Background: an optimization exercise with open tools, aiming at small area and a short achievable clock period. Do not read the settings as production practice. No functional check of the RTL was part of any run shown here.

==> flow/design.v, too long to show whole: its modules and the start of the top module <==
// module cordic: 3724 lines
module cordic (
    input  wire        clk,
    input  wire        rst,
    input  wire        valid_i,
    input  wire signed [16:0] x_i,
    input  wire signed [16:0] y_i,
    output wire        valid_o,
    output wire signed [16:0] x_o,
    output wire signed [16:0] y_o
    );
  // ...
==> flow/run.sh <==
#!/bin/bash
# synth_recipe.tcl (not shown) runs the flow's synth.tcl, then flattens the netlist and writes it again
# the make line also repeats each setting of config.mk as NAME=value (left out here)
make -C /OpenROAD-flow-scripts/flow DESIGN_CONFIG=/design/flow/config.mk WORK_HOME=/design/flow/orfs CLKGATE_MAP_FILE= SYNTH_SCRIPT=/design/flow/synth_recipe.tcl finish
==> flow/config.mk <==
export PLATFORM = sky130hd
export DESIGN_NAME = cordic
export DESIGN_NICKNAME = cordic
export VERILOG_FILES = /design/flow/design.v
export SDC_FILE = /design/flow/constraint.sdc
export NUM_CORES = 4
export LEC_CHECK = 0
export CAP_MARGIN = 20
export CORE_MARGIN = 2
export CORE_UTILIZATION = 40
export SETUP_SLACK_MARGIN = 1.5
export SLEW_MARGIN = 20
==> flow/constraint.sdc <==
create_clock -name core_clock -period 4.6 [get_ports {clk}]
set_input_delay 0.9200 -clock core_clock [delete_from_list [all_inputs] [get_ports {clk}]]
set_output_delay 0.9200 -clock core_clock [all_outputs]
set_load 0.01 [all_outputs]
==> impl_metrics.ini, run 1 <==
[floorplanning]
core_area_sq_um = 96420
fp.dieW_um = 315.6
die_h_um = 315.6

[yosys]
ys.flop_type = dfxtp_1
synth_top_cell_area_share_pct = 30.35
syn-num-nets = 4708
yosys-top-cells-area = dfxtp_1 30%, ha_1 18%, fa_1 12%

[clock_tree]
clockBufferDepth = 3
clock_sinks = 589
cts_root_buf = clkbuf_16

[layout]
clock_buffers = 91
multi_input_area_sq_um = 26750
area_growth_pct = 21.05

[run_status]
status = complete, no violations

[sta]
finalWorstSetupSlack_ns = 1.486
period_needed_ns = 3.114
max_slew.worst_pin.slew_ns = 0.6856

[setup_path]
crit_path_end_kind = flop
worst-path-buf-inv = 4
cp_max_fo = 5
cp.required_ns = 5.12
crit_top_cell = buf_4
worst_path_max_delay_cell = fa_2

[route]
routed-wl-met3_um = 2475
routed.top_layer = met4

[place]
io_buffers = 71

[global_route]
grt.busiest_layer = met2
==> run 2: changes to the inputs <==
--- a/flow/design.v
+++ b/flow/design.v
@@ -258,17 +258,17 @@
     assign ny0_s_c[12] = ny0_s_G6_12;
     assign ny0_s_c[13] = ny0_s_G5_13;
     assign ny0_s_c[14] = ny0_s_G6_14;
     assign ny0_s_c[15] = ny0_s_G3_15;
     assign ny0_s_c[16] = ny0_s_G6_16;
     assign ny0 = ny0_s;
     reg [16:0] rx0, ry0;
     reg rd0;
-    wire nz0 = (|ny0[5:0]) | (ny0_s_p[7] ^ ny0_s_c[6]) | (|(ny0_s_p[16:8] ^ (ny0_s_p[15:7] | ny0_s_g[15:7])));
+    wire nz0 = (|ny0[8:0]) | (ny0_s_p[10] ^ ny0_s_c[9]) | (|(ny0_s_p[16:11] ^ (ny0_s_p[15:10] | ny0_s_g[15:10])));
     always @(posedge clk) begin rx0 <= nx0; ry0 <= ny0; rd0 <= (ny0_s_cm ? ny0_s_p[17] : ~ny0_s_p[17]) & nz0; end
     reg rdx0;
     always @(posedge clk) rdx0 <= ~(ny0[16] | ~(|ny0[15:0]));
     wire [16:0] x1, y1, xs1, ys1, nx1, ny1;
     wire d1;
     assign x1 = rx0; assign y1 = ry0;
     assign d1 = rd0;
     assign xs1 = {{1{x1[16]}}, x1[16:1]};
@@ -505,17 +505,17 @@
     assign ny1_s_c[12] = ny1_s_G6_12;
     assign ny1_s_c[13] = ny1_s_G5_13;
     assign ny1_s_c[14] = ny1_s_G6_14;
     assign ny1_s_c[15] = ny1_s_G3_15;
     assign ny1_s_c[16] = ny1_s_G6_16;
     assign ny1 = ny1_s;
     reg [16:0] rx1, ry1;
     reg rd1;
-    wire nz1 = (|ny1[5:0]) | (ny1_s_p[7] ^ ny1_s_c[6]) | (|(ny1_s_p[16:8] ^ (ny1_s_p[15:7] | ny1_s_g[15:7])));
+    wire nz1 = (|ny1[8:0]) | (ny1_s_p[10] ^ ny1_s_c[9]) | (|(ny1_s_p[16:11] ^ (ny1_s_p[15:10] | ny1_s_g[15:10])));
     always @(posedge clk) begin rx1 <= nx1; ry1 <= ny1; rd1 <= (ny1_s_cm ? ny1_s_p[17] : ~ny1_s_p[17]) & nz1; end
     reg rdx1;
     always @(posedge clk) rdx1 <= ~(ny1[16] | ~(|ny1[15:0]));
     wire [16:0] x2, y2, xs2, ys2, nx2, ny2;
     wire d2;
     assign x2 = rx1; assign y2 = ry1;
     assign d2 = rd1;
     assign xs2 = {{2{x2[16]}}, x2[16:2]};
@@ -752,17 +752,17 @@
     assign ny2_s_c[12] = ny2_s_G6_12;
     assign ny2_s_c[13] = ny2_s_G5_13;
     assign ny2_s_c[14] = ny2_s_G6_14;
     assign ny2_s_c[15] = ny2_s_G3_15;
     assign ny2_s_c[16] = ny2_s_G6_16;
     assign ny2 = ny2_s;
     reg [16:0] rx2, ry2;
     reg rd2;
-    wire nz2 = (|ny2[5:0]) | (ny2_s_p[7] ^ ny2_s_c[6]) | (|(ny2_s_p[16:8] ^ (ny2_s_p[15:7] | ny2_s_g[15:7])));
+    wire nz2 = (|ny2[8:0]) | (ny2_s_p[10] ^ ny2_s_c[9]) | (|(ny2_s_p[16:11] ^ (ny2_s_p[15:10] | ny2_s_g[15:10])));
     always @(posedge clk) begin rx2 <= nx2; ry2 <= ny2; rd2 <= (ny2_s_cm ? ny2_s_p[17] : ~ny2_s_p[17]) & nz2; end
     reg rdx2;
     always @(posedge clk) rdx2 <= ~(ny2[16] | ~(|ny2[15:0]));
     wire [16:0] x3, y3, xs3, ys3, nx3, ny3;
     wire d3;
     assign x3 = rx2; assign y3 = ry2;
     assign d3 = rd2;
     assign xs3 = {{3{x3[16]}}, x3[16:3]};
@@ -999,17 +999,17 @@
     assign ny3_s_c[12] = ny3_s_G6_12;
     assign ny3_s_c[13] = ny3_s_G5_13;
     assign ny3_s_c[14] = ny3_s_G6_14;
     assign ny3_s_c[15] = ny3_s_G3_15;
     assign ny3_s_c[16] = ny3_s_G6_16;
     assign ny3 = ny3_s;
     reg [16:0] rx3, ry3;
     reg rd3;
-    wire nz3 = (|ny3[5:0]) | (ny3_s_p[7] ^ ny3_s_c[6]) | (|(ny3_s_p[16:8] ^ (ny3_s_p[15:7] | ny3_s_g[15:7])));
+    wire nz3 = (|ny3[8:0]) | (ny3_s_p[10] ^ ny3_s_c[9]) | (|(ny3_s_p[16:11] ^ (ny3_s_p[15:10] | ny3_s_g[15:10])));
     always @(posedge clk) begin rx3 <= nx3; ry3 <= ny3; rd3 <= (ny3_s_cm ? ny3_s_p[17] : ~ny3_s_p[17]) & nz3; end
     reg rdx3;
     always @(posedge clk) rdx3 <= ~(ny3[16] | ~(|ny3[15:0]));
     wire [16:0] x4, y4, xs4, ys4, nx4, ny4;
     wire d4;
     assign x4 = rx3; assign y4 = ry3;
     assign d4 = rd3;
     assign xs4 = {{4{x4[16]}}, x4[16:4]};
@@ -1246,17 +1246,17 @@
     assign ny4_s_c[12] = ny4_s_G6_12;
     assign ny4_s_c[13] = ny4_s_G5_13;
     assign ny4_s_c[14] = ny4_s_G6_14;
     assign ny4_s_c[15] = ny4_s_G3_15;
     assign ny4_s_c[16] = ny4_s_G6_16;
     assign ny4 = ny4_s;
     reg [16:0] rx4, ry4;
     reg rd4;
-    wire nz4 = (|ny4[5:0]) | (ny4_s_p[7] ^ ny4_s_c[6]) | (|(ny4_s_p[16:8] ^ (ny4_s_p[15:7] | ny4_s_g[15:7])));
+    wire nz4 = (|ny4[8:0]) | (ny4_s_p[10] ^ ny4_s_c[9]) | (|(ny4_s_p[16:11] ^ (ny4_s_p[15:10] | ny4_s_g[15:10])));
     always @(posedge clk) begin rx4 <= nx4; ry4 <= ny4; rd4 <= (ny4_s_cm ? ny4_s_p[17] : ~ny4_s_p[17]) & nz4; end
     reg rdx4;
     always @(posedge clk) rdx4 <= ~(ny4[16] | ~(|ny4[15:0]));
     wire [16:0] x5, y5, xs5, ys5, nx5, ny5;
     wire d5;
     assign x5 = rx4; assign y5 = ry4;
     assign d5 = rd4;
     assign xs5 = {{5{x5[16]}}, x5[16:5]};
@@ -1493,17 +1493,17 @@
     assign ny5_s_c[12] = ny5_s_G6_12;
     assign ny5_s_c[13] = ny5_s_G5_13;
     assign ny5_s_c[14] = ny5_s_G6_14;
     assign ny5_s_c[15] = ny5_s_G3_15;
     assign ny5_s_c[16] = ny5_s_G6_16;
     assign ny5 = ny5_s;
     reg [16:0] rx5, ry5;
     reg rd5;
-    wire nz5 = (|ny5[5:0]) | (ny5_s_p[7] ^ ny5_s_c[6]) | (|(ny5_s_p[16:8] ^ (ny5_s_p[15:7] | ny5_s_g[15:7])));
+    wire nz5 = (|ny5[8:0]) | (ny5_s_p[10] ^ ny5_s_c[9]) | (|(ny5_s_p[16:11] ^ (ny5_s_p[15:10] | ny5_s_g[15:10])));
     always @(posedge clk) begin rx5 <= nx5; ry5 <= ny5; rd5 <= (ny5_s_cm ? ny5_s_p[17] : ~ny5_s_p[17]) & nz5; end
     reg rdx5;
     always @(posedge clk) rdx5 <= ~(ny5[16] | ~(|ny5[15:0]));
     wire [16:0] x6, y6, xs6, ys6, nx6, ny6;
     wire d6;
     assign x6 = rx5; assign y6 = ry5;
     assign d6 = rd5;
     assign xs6 = {{6{x6[16]}}, x6[16:6]};
@@ -1740,17 +1740,17 @@
     assign ny6_s_c[12] = ny6_s_G6_12;
     assign ny6_s_c[13] = ny6_s_G5_13;
     assign ny6_s_c[14] = ny6_s_G6_14;
     assign ny6_s_c[15] = ny6_s_G3_15;
     assign ny6_s_c[16] = ny6_s_G6_16;
     assign ny6 = ny6_s;
     reg [16:0] rx6, ry6;
     reg rd6;
-    wire nz6 = (|ny6[5:0]) | (ny6_s_p[7] ^ ny6_s_c[6]) | (|(ny6_s_p[16:8] ^ (ny6_s_p[15:7] | ny6_s_g[15:7])));
+    wire nz6 = (|ny6[8:0]) | (ny6_s_p[10] ^ ny6_s_c[9]) | (|(ny6_s_p[16:11] ^ (ny6_s_p[15:10] | ny6_s_g[15:10])));
     always @(posedge clk) begin rx6 <= nx6; ry6 <= ny6; rd6 <= (ny6_s_cm ? ny6_s_p[17] : ~ny6_s_p[17]) & nz6; end
     reg rdx6;
     always @(posedge clk) rdx6 <= ~(ny6[16] | ~(|ny6[15:0]));
     wire [16:0] x7, y7, xs7, ys7, nx7, ny7;
     wire d7;
     assign x7 = rx6; assign y7 = ry6;
     assign d7 = rd6;
     assign xs7 = {{7{x7[16]}}, x7[16:7]};
@@ -1987,17 +1987,17 @@
     assign ny7_s_c[12] = ny7_s_G6_12;
     assign ny7_s_c[13] = ny7_s_G5_13;
     assign ny7_s_c[14] = ny7_s_G6_14;
     assign ny7_s_c[15] = ny7_s_G3_15;
     assign ny7_s_c[16] = ny7_s_G6_16;
     assign ny7 = ny7_s;
     reg [16:0] rx7, ry7;
     reg rd7;
-    wire nz7 = (|ny7[5:0]) | (ny7_s_p[7] ^ ny7_s_c[6]) | (|(ny7_s_p[16:8] ^ (ny7_s_p[15:7] | ny7_s_g[15:7])));
+    wire nz7 = (|ny7[8:0]) | (ny7_s_p[10] ^ ny7_s_c[9]) | (|(ny7_s_p[16:11] ^ (ny7_s_p[15:10] | ny7_s_g[15:10])));
     always @(posedge clk) begin rx7 <= nx7; ry7 <= ny7; rd7 <= (ny7_s_cm ? ny7_s_p[17] : ~ny7_s_p[17]) & nz7; end
     reg rdx7;
     always @(posedge clk) rdx7 <= ~(ny7[16] | ~(|ny7[15:0]));
     wire [16:0] x8, y8, xs8, ys8, nx8, ny8;
     wire d8;
     assign x8 = rx7; assign y8 = ry7;
     assign d8 = rd7;
     assign xs8 = {{8{x8[16]}}, x8[16:8]};
@@ -2234,17 +2234,17 @@
     assign ny8_s_c[12] = ny8_s_G6_12;
     assign ny8_s_c[13] = ny8_s_G5_13;
     assign ny8_s_c[14] = ny8_s_G6_14;
     assign ny8_s_c[15] = ny8_s_G3_15;
     assign ny8_s_c[16] = ny8_s_G6_16;
     assign ny8 = ny8_s;
     reg [16:0] rx8, ry8;
     reg rd8;
-    wire nz8 = (|ny8[5:0]) | (ny8_s_p[7] ^ ny8_s_c[6]) | (|(ny8_s_p[16:8] ^ (ny8_s_p[15:7] | ny8_s_g[15:7])));
+    wire nz8 = (|ny8[8:0]) | (ny8_s_p[10] ^ ny8_s_c[9]) | (|(ny8_s_p[16:11] ^ (ny8_s_p[15:10] | ny8_s_g[15:10])));
     always @(posedge clk) begin rx8 <= nx8; ry8 <= ny8; rd8 <= (ny8_s_cm ? ny8_s_p[17] : ~ny8_s_p[17]) & nz8; end
     reg rdx8;
     always @(posedge clk) rdx8 <= ~(ny8[16] | ~(|ny8[15:0]));
     wire [16:0] x9, y9, xs9, ys9, nx9, ny9;
     wire d9;
     assign x9 = rx8; assign y9 = ry8;
     assign d9 = rd8;
     assign xs9 = {{9{x9[16]}}, x9[16:9]};
@@ -2481,17 +2481,17 @@
     assign ny9_s_c[12] = ny9_s_G6_12;
     assign ny9_s_c[13] = ny9_s_G5_13;
     assign ny9_s_c[14] = ny9_s_G6_14;
     assign ny9_s_c[15] = ny9_s_G3_15;
     assign ny9_s_c[16] = ny9_s_G6_16;
     assign ny9 = ny9_s;
     reg [16:0] rx9, ry9;
     reg rd9;
-    wire nz9 = (|ny9[5:0]) | (ny9_s_p[7] ^ ny9_s_c[6]) | (|(ny9_s_p[16:8] ^ (ny9_s_p[15:7] | ny9_s_g[15:7])));
+    wire nz9 = (|ny9[8:0]) | (ny9_s_p[10] ^ ny9_s_c[9]) | (|(ny9_s_p[16:11] ^ (ny9_s_p[15:10] | ny9_s_g[15:10])));
     always @(posedge clk) begin rx9 <= nx9; ry9 <= ny9; rd9 <= (ny9_s_cm ? ny9_s_p[17] : ~ny9_s_p[17]) & nz9; end
     reg rdx9;
     always @(posedge clk) rdx9 <= ~(ny9[16] | ~(|ny9[15:0]));
     wire [16:0] x10, y10, xs10, ys10, nx10, ny10;
     wire d10;
     assign x10 = rx9; assign y10 = ry9;
     assign d10 = rd9;
     assign xs10 = {{10{x10[16]}}, x10[16:10]};
@@ -2728,17 +2728,17 @@
     assign ny10_s_c[12] = ny10_s_G6_12;
     assign ny10_s_c[13] = ny10_s_G5_13;
     assign ny10_s_c[14] = ny10_s_G6_14;
     assign ny10_s_c[15] = ny10_s_G3_15;
     assign ny10_s_c[16] = ny10_s_G6_16;
     assign ny10 = ny10_s;
     reg [16:0] rx10, ry10;
     reg rd10;
-    wire nz10 = (|ny10[5:0]) | (ny10_s_p[7] ^ ny10_s_c[6]) | (|(ny10_s_p[16:8] ^ (ny10_s_p[15:7] | ny10_s_g[15:7])));
+    wire nz10 = (|ny10[8:0]) | (ny10_s_p[10] ^ ny10_s_c[9]) | (|(ny10_s_p[16:11] ^ (ny10_s_p[15:10] | ny10_s_g[15:10])));
     always @(posedge clk) begin rx10 <= nx10; ry10 <= ny10; rd10 <= (ny10_s_cm ? ny10_s_p[17] : ~ny10_s_p[17]) & nz10; end
     reg rdx10;
     always @(posedge clk) rdx10 <= ~(ny10[16] | ~(|ny10[15:0]));
     wire [16:0] x11, y11, xs11, ys11, nx11, ny11;
     wire d11;
     assign x11 = rx10; assign y11 = ry10;
     assign d11 = rd10;
     assign xs11 = {{11{x11[16]}}, x11[16:11]};
@@ -2975,17 +2975,17 @@
     assign ny11_s_c[12] = ny11_s_G6_12;
     assign ny11_s_c[13] = ny11_s_G5_13;
     assign ny11_s_c[14] = ny11_s_G6_14;
     assign ny11_s_c[15] = ny11_s_G3_15;
     assign ny11_s_c[16] = ny11_s_G6_16;
     assign ny11 = ny11_s;
     reg [16:0] rx11, ry11;
     reg rd11;
-    wire nz11 = (|ny11[5:0]) | (ny11_s_p[7] ^ ny11_s_c[6]) | (|(ny11_s_p[16:8] ^ (ny11_s_p[15:7] | ny11_s_g[15:7])));
+    wire nz11 = (|ny11[8:0]) | (ny11_s_p[10] ^ ny11_s_c[9]) | (|(ny11_s_p[16:11] ^ (ny11_s_p[15:10] | ny11_s_g[15:10])));
     always @(posedge clk) begin rx11 <= nx11; ry11 <= ny11; rd11 <= (ny11_s_cm ? ny11_s_p[17] : ~ny11_s_p[17]) & nz11; end
     reg rdx11;
     always @(posedge clk) rdx11 <= ~(ny11[16] | ~(|ny11[15:0]));
     wire [16:0] x12, y12, xs12, ys12, nx12, ny12;
     wire d12;
     assign x12 = rx11; assign y12 = ry11;
     assign d12 = rd11;
     assign xs12 = {{12{x12[16]}}, x12[16:12]};
@@ -3222,17 +3222,17 @@
     assign ny12_s_c[12] = ny12_s_G6_12;
     assign ny12_s_c[13] = ny12_s_G5_13;
     assign ny12_s_c[14] = ny12_s_G6_14;
     assign ny12_s_c[15] = ny12_s_G3_15;
     assign ny12_s_c[16] = ny12_s_G6_16;
     assign ny12 = ny12_s;
     reg [16:0] rx12, ry12;
     reg rd12;
-    wire nz12 = (|ny12[5:0]) | (ny12_s_p[7] ^ ny12_s_c[6]) | (|(ny12_s_p[16:8] ^ (ny12_s_p[15:7] | ny12_s_g[15:7])));
+    wire nz12 = (|ny12[8:0]) | (ny12_s_p[10] ^ ny12_s_c[9]) | (|(ny12_s_p[16:11] ^ (ny12_s_p[15:10] | ny12_s_g[15:10])));
     always @(posedge clk) begin rx12 <= nx12; ry12 <= ny12; rd12 <= (ny12_s_cm ? ny12_s_p[17] : ~ny12_s_p[17]) & nz12; end
     reg rdx12;
     always @(posedge clk) rdx12 <= ~(ny12[16] | ~(|ny12[15:0]));
     wire [16:0] x13, y13, xs13, ys13, nx13, ny13;
     wire d13;
     assign x13 = rx12; assign y13 = ry12;
     assign d13 = rd12;
     assign xs13 = {{13{x13[16]}}, x13[16:13]};
@@ -3469,17 +3469,17 @@
     assign ny13_s_c[12] = ny13_s_G6_12;
     assign ny13_s_c[13] = ny13_s_G5_13;
     assign ny13_s_c[14] = ny13_s_G6_14;
     assign ny13_s_c[15] = ny13_s_G3_15;
     assign ny13_s_c[16] = ny13_s_G6_16;
     assign ny13 = ny13_s;
     reg [16:0] rx13, ry13;
     reg rd13;
-    wire nz13 = (|ny13[5:0]) | (ny13_s_p[7] ^ ny13_s_c[6]) | (|(ny13_s_p[16:8] ^ (ny13_s_p[15:7] | ny13_s_g[15:7])));
+    wire nz13 = (|ny13[8:0]) | (ny13_s_p[10] ^ ny13_s_c[9]) | (|(ny13_s_p[16:11] ^ (ny13_s_p[15:10] | ny13_s_g[15:10])));
     always @(posedge clk) begin rx13 <= nx13; ry13 <= ny13; rd13 <= (ny13_s_cm ? ny13_s_p[17] : ~ny13_s_p[17]) & nz13; end
     reg rdx13;
     always @(posedge clk) rdx13 <= ~(ny13[16] | ~(|ny13[15:0]));
     wire [16:0] x14, y14, xs14, ys14, nx14, ny14;
     wire d14;
     assign x14 = rx13; assign y14 = ry13;
     assign d14 = rd13;
     assign xs14 = {{14{x14[16]}}, x14[16:14]};
==> run 2 against run 1 <==
Compared with the run above:
- sequential share of layout area up 1.1 points
- utilization down 0.59 points
- critical path depth down 2
- die area down 3.1%
- hold slack worse by 0.0096 ns
- synthesized cell count down 4.0%
- first-iteration DRC count down 4.6%
- maximum frequency down 0.67%
- count of clock-buffer cells in the layout unchanged
- area after synthesis down 3.1%
- critical endpoint is now rdx12
- highest routed layer unchanged
- final cell count down 4.0%
==> impl_metrics.ini, run 2 <==
[run_status]
status = complete, no violations

[yosys]
yosysMostFrequentCell = dfxtp_1
synth_area_per_cell_sq_um = 10.13
ys.flop_type = dfxtp_1
postSynthCellCount = 3715
async_reset_ff_share_pct = 0
yosys.area.top_type = dfxtp_1
ys_warn_count = 1
syn-num-nets = 4513
yosysSeqAreaShare_pct = 31.34
yosys-top-cells-count = 589 x dfxtp_1, 569 x inv_1, 521 x ha_1
synth-seq-cells = 589
yosys-top-cells-area = dfxtp_1 31%, ha_1 17%, fa_1 13%
syn_area_sq_um = 37630
synth_top_cell_area_share_pct = 31.34
synth_edf_count = 0
ys_types = 46

[floorplanning]
die_h_um = 310.7
fp.dieW_um = 310.7
io_pins = 72
rows = 112
core_area_sq_um = 93330
die-area_sq_um = 96540
start_util_pct = 40.32

[sta]
hold_slack_ns = 0.4251
period_needed_ns = 3.135
max-slew-margin-rel_pct = 52.55
rsz0062_at_grt = yes
setup_viol = 0
max_freq_mhz = 319.0
finalCritPeriodShare_pct = 68.16
hold_viol_final = 0
slew_viol_final = 0
setup_tns_ns = 0
fin_skew_ns = 0.04099
max_slew.worst_pin.slew_ns = 0.7066

[global_route]
gr-usage-all-layers_pct = 17.36
grt_max_degree = 18
grt_pass1_vias = 26360
grt_pass1_wl_um = 136200
use_met1_pct = 20.71
grt.busiest_layer = met2
use_met3_pct = 2.239
use_met2_pct = 31.51
antenna_found_initial = 0
grt_overflow_total = 0

[route]
wl_per_cell_um = 15.89
ant_nets = 0
via_per_inst = 4.792
drtIter0Drc = 949
route.detailed.drc = 0
dr.pass1.iters = 5
via_count = 25060
finalWirelength_um = 83070

[clock_tree]
clock_sinks = 589
cts_htree_levels = 3
holdBufCountCts = 0
clock_latency_ns = 0.64
cts_tree = done
cts_root_buf = clkbuf_16
path_clk_slew_ns = 0.06
clockBufferDepth = 3
numCtsBuffers = 70

[flow_run]
maxCapViolCount = 0

[setup_path]
crit_path_end_kind = flop
slowest_delay_ns = 0.42
regToRegSetupSlack_ns = 1.46
start_kind = flop
crit_top_cell = a21oi_1
reg2reg_to = rdx12
worst-path-buf-inv = 2
rr_startpoint = rd11
cp.required_ns = 5.11
path_cells = xnor2_4 > clkinvlp_4 > buf_4 > ha_1 > o21ai_0 > a21oi_1 > o31ai_4 > o21ai_2 > a31oi_1 > fa_1 > xnor2_1 > nor4_2 > a21oi_1
worst_path_max_delay_cell = fa_1
reg2reg_depth = 13
cp_max_fo = 7
crit_family = compound AO/OA/AOI/OAI gates
path_class = reg -> reg
arrival_ns = 3.65

[layout]
mostFrequentLayoutCell = inv_1
fin_nets = 4721
area_growth_pct = 19.48
mostFrequentLayoutCells = 556 x inv_1, 549 x dfxtp_1, 505 x ha_1
insertedDiodeCount = 0
layout-drive-gt1-share_pct = 13.08

[hold_path]
hp-start = vp[1]
whs_endpoint = vp[2]
hp-class = reg -> reg
hold_depth = 1

[place]
io_buffers = 71
hpwlAfterDp_um = 67120
gp_congestion = 0.8446
[run 2: kinds of logic after synthesis]
group                      synth area share (%)
muxes                                    0.3990
AOI/OAI and AO/OA                         9.334
and+or+nand+nor                           7.335
DFF                                       31.34
buffers and inverters                     6.045
xor gates and xnor gates                  15.46
adders and majority gates                 30.09
[run 2: final cells by class]
type | instances | area (sq um)
fill | 8661 | 48370
multi-input combinational | 2521 | 25350
sequential | 589 | 11890
inverter | 569 | 2181
clock buffer | 91 | 1984
tap | 1254 | 1569
timing repair buffer | 172 | 1531
clock inverter | 33 | 456.7
[run 2: repair_timing]
item                                   CTS  global route
endpoints found under the hold margin    0             0
setup endpoints to repair              189            93
resized for setup                      104           254
pin swaps                               24           111
buffers inserted                        46            44
[run 2: per-layer routing]
| metal | share of wire (%) | vias up |
|---|---|---|
| met5 | 0 | - |
| met4 | 3.8 | 0 |
| met3 | 2.7 | 155 |
| met2 | 51 | 320 |
| met1 | 43 | 12020 |
| li1 | - | 12570 |
[run 2: worst max-delay path by stage]
stage                     slack (ns)  endpoint  startpoint  cells after the start
after floorplan                 1.28     rdx12        rd11                     13
after global placement          0.85     rdx12        rd11                     12
after detailed placement        0.77     rdx12        rd11                     12
after CTS                       1.43     rdx12    rx11[16]                     13
after global routing            1.28     rdx12        rd11                     13
final                           1.46     rdx12        rd11                     13
[run 2: worst register-to-register path, stage by stage, from the launching register on]
cell	delay, ns
dfxtp_4	0.38
xnor2_4	0.19
clkinvlp_4	0.15
buf_4	0.19
ha_1	0.29
o21ai_0	0.08
a21oi_1	0.25
o31ai_4	0.12
o21ai_2	0.19
a31oi_1	0.13
fa_1	0.42
xnor2_1	0.17
nor4_2	0.32
a21oi_1	0.12
[run 2: stage by stage]
stage	cells	util, %	cell area, sq um	setup slack (ns)
3_5_place_dp	5015	43.04	40170	0.7749
3_3_place_gp	5015	43.04	40170	0.8541
6_report	5229	48.17	44960	1.465
5_1_grt	5229	48.17	44960	1.278
2_1_floorplan	3715	-	37980	1.277
4_1_cts	5185	46.40	43310	1.431
==> run 3: changes to the inputs <==
==> flow/flow/run.sh (new file) <==
#!/bin/bash
# The standard layout (standard.sh: ORFS from synthesis to the final layout), with one change:
# ADDER_MAP_FILE is empty, so ORFS's synthesis skips Yosys's full/half adder extraction and abc maps
# the adders' logic like the rest. Everything else, including the registers, is the standard flow.
set -euo pipefail
cd "$(dirname "$0")/.."
export ADDER_MAP_FILE=
bash standard.sh > standard.log 2>&1
==> flow/standard.sh (new file) <==
#!/bin/bash
# synth_recipe.tcl (not shown) runs the flow's synth.tcl, then flattens the netlist and writes it again
# the make line also repeats each setting of config.mk as NAME=value (left out here)
make -C /OpenROAD-flow-scripts/flow DESIGN_CONFIG=/design/flow/config.mk WORK_HOME=/design/flow/orfs CLKGATE_MAP_FILE= SYNTH_SCRIPT=/design/flow/synth_recipe.tcl "${@:-finish}"
--- a/flow/config.mk
+++ b/flow/config.mk
@@ -5,8 +5,9 @@
 export SDC_FILE = /design/flow/constraint.sdc
 export NUM_CORES = 4
 export LEC_CHECK = 0
+export ABC_AREA = 1
 export CAP_MARGIN = 20
 export CORE_MARGIN = 2
 export CORE_UTILIZATION = 40
-export SETUP_SLACK_MARGIN = 1.5
+export SETUP_SLACK_MARGIN = 2.0
 export SLEW_MARGIN = 20
removed: flow/run.sh
==> run 3 against run 2 <==
Compared with the run above:
- utilization is 3.0 points lower
- final area is 4.7% lower
- sequential share of layout area is 1.2 points higher
- setup slack better by 0.71 ns
- count of clock-buffer cells in the layout is 7 lower
- register-to-register slack better by 0.74 ns
- critical path type is now reg -> out
==> impl_metrics.ini, run 3 <==
[clock_tree]
cts_tree = done
clockBufferDepth = 3
cts_root_buf = clkbuf_16
clock_sinks = 589
path_clk_slew_ns = 0.06
numCtsBuffers = 72
cts_htree_levels = 3
clock_latency_ns = 0.64

[route]
dr.pass1.iters = 8
ant_nets = 0
routed.top_layer = met4
via_count = 35060
wl_per_cell_um = 11.88
drtIter0Drc = 2004
wl_met1_um = 46010
via_per_inst = 4.586
routed-wl-met3_um = 3618
finalWirelength_um = 90830
route.detailed.drc = 0
met2_wirelength_um = 39300

[place]
io_buffers = 71
gp_congestion = 0.8455
hpwlAfterDp_um = 73130
placed_cell_area_sq_um = 40100

[yosys]
async_reset_ff_share_pct = 0
yosysMostFrequentCell = nand2_1
syn-num-nets = 6268
ys_types = 57
ys_warn_count = 1
yosys-top-cells-area = dfxtp_1 31%, nand2_1 26%, xor2_1 9.3%
synth_edf_count = 0
postSynthCellCount = 6231
synth_top_cell_area_share_pct = 30.81
yosys.area.top_type = dfxtp_1
ys.flop_type = dfxtp_1
yosysSeqAreaShare_pct = 30.81
synth_area_per_cell_sq_um = 6.143
synth-seq-cells = 589
yosys-top-cells-count = 2,661 x nand2_1, 945 x inv_1, 589 x dfxtp_1
syn_area_sq_um = 38280

[setup_path]
cp_max_fo = 1
worst-path-buf-inv = 1
path_class = reg -> out
start_kind = flop
reg2reg_depth = 17
crit_path_end_kind = output port
regToRegSetupSlack_ns = 2.20
worst_path_max_delay_cell = clkdlybuf4s50_1
slowest_delay_ns = 0.54
arrival_ns = 1.50
cp.required_ns = 3.68
reg2reg_to = rx8[16]
crit_family = buffers and inverters
rr_startpoint = rdx7
path_cells = clkdlybuf4s50_1
worstSetupStartpoint = rx14[12]

[floorplanning]
core_area_sq_um = 94870
rows = 113
die-area_sq_um = 98180
fp.dieW_um = 313.3
io_pins = 72
die_h_um = 313.3
start_util_pct = 40.35

[sta]
max-slew-margin-rel_pct = 61.05
hold_viol_final = 0
slew_viol_final = 0
hold_slack_ns = 0.4007
finalCritPeriodShare_pct = 52.63
fin_skew_ns = 0.02900
setup_tns_ns = 0
max_freq_mhz = 413.1
period_needed_ns = 2.421
max_slew.worst_pin.slew_ns = 0.5814
rsz0062_at_grt = no
setup_viol = 0

[global_route]
antenna_found_initial = 0
grt_max_degree = 25
grt_pass1_wl_um = 153100
grt_overflow_total = 0
gr-usage-all-layers_pct = 18.63
grt_pass1_vias = 32430

[layout]
insertedDiodeCount = 0
area_growth_pct = 11.92
mostFrequentLayoutCell = nand2_1
regArea_sq_um = 11850
final_area_sq_um = 42840
multi_input_area_sq_um = 22400
layout-drive-gt1-share_pct = 5.767
fillCellCount = 9890
fin_nets = 6360
mostFrequentLayoutCells = 2,649 x nand2_1, 939 x inv_1, 566 x dfxtp_1
utilization_pct = 45.16

[run_status]
status = complete, no violations

[flow_run]
maxCapViolCount = 0

[hold_path]
hold_depth = 2
hp-class = reg -> reg
whs_endpoint = vp[10]
hp-start = vp[9]
run 3: through the flow:
stage          setup slack (ns)  cells
4_1_cts                   2.007   7644
2_1_floorplan             2.270   6231
3_3_place_gp              1.269   7510
6_report                  2.179   7646
5_1_grt                   1.990   7646
3_5_place_dp              1.411   7510
run 3: kinds of logic after synthesis:
family                    Yosys count  share of synthesized area [%]
buffers and inverters            1038                          10.94
AOI/OAI and AO/OA                 386                          6.047
DFF                               589                          30.81
xor gates and xnor gates          563                          13.07
and+or+nand+nor                  3655                          39.14
run 3: layout make-up:
type	instances	area share [%]
clock inverter	48	1.358
multi-input combinational	4604	52.28
tap	1265	3.695
clock buffer	84	4.547
timing repair buffer	79	1.817
sequential	589	27.67
inverter	977	8.636
run 3: layer usage:
layer	up-vias	GRT usage [%]
met5	-	0
met4	0	4.785
met3	110	2.685
met2	466	30.57
met1	15390	25.61
li1	19090	-
run 3: how the worst max path moves through the flow:
stage | to | slack (ns) | cells after the start
4_1_cts | rdx1 | 2.01 | 17
5_1_grt | rx_a[15] | 1.99 | 15
3_3_place_gp | rx_a[15] | 1.27 | 15
3_5_place_dp | rx_a[15] | 1.41 | 15
2_1_floorplan | rx_a[15] | 2.27 | 14
6_report | x_o[12] | 2.18 | 1
run 3: timing repair:
| action | 4_1_cts | 5_1_grt |
|---|---|---|
| hold buffers | 0 | 0 |
| buffers inserted | 2 | 2 |
| endpoints found under the setup margin | 76 | 124 |
| resized for setup | 17 | 57 |
==> run 4: changes to the inputs <==
--- a/flow/config.mk
+++ b/flow/config.mk
@@ -9,5 +9,7 @@
 export CAP_MARGIN = 20
 export CORE_MARGIN = 2
 export CORE_UTILIZATION = 40
+export CTS_CLUSTER_DIAMETER = 120
+export CTS_CLUSTER_SIZE = 20
 export SETUP_SLACK_MARGIN = 2.0
 export SLEW_MARGIN = 20
==> run 4 against run 3 <==
Compared with the run above:
- still clean
- global-route usage decreased by 0.29 points
- final cell count decreased by 1.2%
- setup slack improved by 0.025 ns
- largest cell class unchanged
==> impl_metrics.ini, run 4 <==
[place]
pre_cts_ws_ns = 1.411
placed_cell_area_sq_um = 40100
io_buffers = 71
gp_congestion = 0.8455
placedCellCount = 7510
hpwlAfterDp_um = 73130

[global_route]
gr-usage-all-layers_pct = 18.34
grt_pass1_wl_um = 151600
use_met2_pct = 30.49
grt_pass1_vias = 32040
antenna_found_initial = 0
use_met1_pct = 25.65
use_met3_pct = 1.946
grt_overflow_total = 0
grt_max_degree = 25
grt.busiest_layer = met2

[setup_path]
path_class = in -> reg
start_kind = input pin
cp.required_ns = 5.13
path_cells = clkdlybuf4s50_1 > nor2_1 > nand2_1 > nor2_2 > nand2_1 > nor2_1 > nand2_1 > nor2_1 > nand2_1 > nor2_2 > nand2_1 > nor2_2 > nand2_1 > o21ai_2 > xnor2_1
worst_path_max_delay_cell = clkdlybuf4s50_1
slowest_delay_ns = 0.45
arrival_ns = 2.92
crit_top_cell = nand2_1
cp_max_fo = 4
crit_path_end_kind = flop

[floorplanning]
fp.dieW_um = 313.3
die_h_um = 313.3
rows = 113
core_area_sq_um = 94870
die-area_sq_um = 98180
start_util_pct = 40.35
io_pins = 72

[sta]
slew_viol_final = 0
finalCritPeriodShare_pct = 52.09
hold_viol_final = 0
max_slew.worst_pin.slew_ns = 0.5996
max_freq_mhz = 417.3
fin_skew_ns = 0.03027
max-slew-margin-rel_pct = 59.83
setup_tns_ns = 0
finalWorstSetupSlack_ns = 2.204
rsz0062_at_grt = yes
setup_viol = 0
period_needed_ns = 2.396

[layout]
layout-drive-gt1-share_pct = 4.466
fin_cells = 7557
area_growth_pct = 7.861
mostFrequentLayoutCell = nand2_1
insertedDiodeCount = 0
fillCellCount = 10040
fin_nets = 6324
mostFrequentLayoutCells = 2,648 x nand2_1, 939 x inv_1, 566 x dfxtp_1
final_area_sq_um = 41290

[yosys]
yosysMostFrequentCell = nand2_1
syn-num-nets = 6268
postSynthCellCount = 6231
synth_edf_count = 0
synth_area_per_cell_sq_um = 6.143
yosys.area.top_type = dfxtp_1
yosys-top-cells-area = dfxtp_1 31%, nand2_1 26%, xor2_1 9.3%
ys_types = 57
yosys-top-cells-count = 2,661 x nand2_1, 945 x inv_1, 589 x dfxtp_1
async_reset_ff_share_pct = 0
syn_area_sq_um = 38280
ys_warn_count = 1
ys.flop_type = dfxtp_1
yosysSeqAreaShare_pct = 30.81
synth_top_cell_area_share_pct = 30.81
synth-seq-cells = 589

[clock_tree]
cts_tree = done
clock_sinks = 589
numCtsBuffers = 35
cts_root_buf = clkbuf_16
cts_htree_levels = 2
clock_latency_ns = 0.59
clockBufferDepth = 3
holdBufCountCts = 0
path_clk_slew_ns = 0.09

[route]
finalWirelength_um = 90040
via_count = 34750
drtIter0Drc = 1943
ant_nets = 0
wl_per_cell_um = 11.91
route.detailed.drc = 0
via_per_inst = 4.599
dr.pass1.iters = 6

[hold_path]
hp-class = reg -> reg

[run_status]
status = complete, no violations

[flow_run]
maxCapViolCount = 0
## run 4: cell counts after synthesis
No cell type changed its count.
## run 4: layer usage
metal | wire length [um] | vias to the layer above | part of all wire [%]
met5 | 0 | - | 0
met3 | 3148 | 90 | 3.5
met2 | 39040 | 402 | 43
met4 | 1606 | 0 | 1.8
li1 | - | 18960 | -
met1 | 46240 | 15300 | 51
## run 4: timing repair
| item | 4_1_cts | 5_1_grt |
|---|---|---|
| buffers inserted | 2 | 3 |
| resized for setup | 17 | 57 |
| pin swaps | 0 | 0 |
| setup endpoints to repair | 74 | 126 |
| cloned | 0 | 0 |
| hold endpoints to repair | 0 | 0 |
## run 4: cell families after synthesis
group / after synthesis / share of synthesized area (%)
buffers and inverters: 1038 / 10.94
and+or+nand+nor: 3655 / 39.14
AOI/OAI and AO/OA: 386 / 6.047
xor gates and xnor gates: 563 / 13.07
DFF: 589 / 30.81
## run 4: cell type report
type                            instances  area [sq um]  share of cell area, %
Sequential cell                       589         11850                  28.71
Tap cell                             1265          1583                  3.834
Clock buffer                           38         908.4                  2.200
Inverter                              977          3700                  8.961
Clock inverter                          4         62.56                 0.1515
Multi-Input combinational cell       4604         22390                  54.24
Timing Repair Buffer                   80         785.8                  1.903
## run 4: final timing paths
kind | start | endpoint | slack [ns] | depth (start not counted)
setup / recovery | x_i[0] | rx_a[15] | 2.20 | 15
hold / removal | vp[6] | vp[7] | 0.40 | 2
setup reg to reg | rd6 | ry7[13] | 2.24 | 14
hold reg to reg | vp[6] | vp[7] | 0.40 | 2
## run 4: stage by stage
| stage | util (%) | hold WS (ns) |
|---|---|---|
| finish | 43.52 | 0.3981 |
| global route | 43.52 | 0.4229 |
| CTS | 43.34 | 0.3974 |
| detailed placement | 42.26 | 0.3943 |
| global placement | 42.26 | 0.3885 |
| floorplan | - | 0.3883 |
## run 4: worst max-delay path: cells and delay by family
kind	cells	cell delay [ns]
AOI/OAI and AO/OA	1	0.13
xor gates and xnor gates	1	0.13
buffers and inverters	1	0.45
and+or+nand+nor	12	1.27

[port drivers added, routing unchanged]
How much do the figures lean on ideal ports? The routed layouts below were timed once more, with nothing changed but the port constraints. Step 1 assumes that a clkbuf_16 drives the clock port and a buf_2 every other input. Step 2 adds t to the input delays and takes it off the output delays; t is the mean of the earliest and latest rising clock arrival at the registers after step 1. Input paths then give back, and output paths get back, about the clock's delay inside the block. Three values: ideal, step 1, step 2; two values: the first two.
run | t (ns) | setup WS [ns] | slew at the worst register clock pin (ns)
run 1 | 0.672 | 1.486 / 1.486 / 1.475 | 0.06 / 0.06
run 2 | 0.675 | 1.465 / 1.465 / 1.442 | 0.06 / 0.06
run 3 | 0.693 | 2.179 / 2.116 / 1.540 | 0.07 / 0.07
run 4 | 0.639 | 2.204 / 2.152 / 1.598 | 0.09 / 0.09
After both steps every run listed still meets setup and hold. For run 3, which loses most, drivers alone change the setup slack by -0.063 ns; drivers and shift together by -0.639 ns.
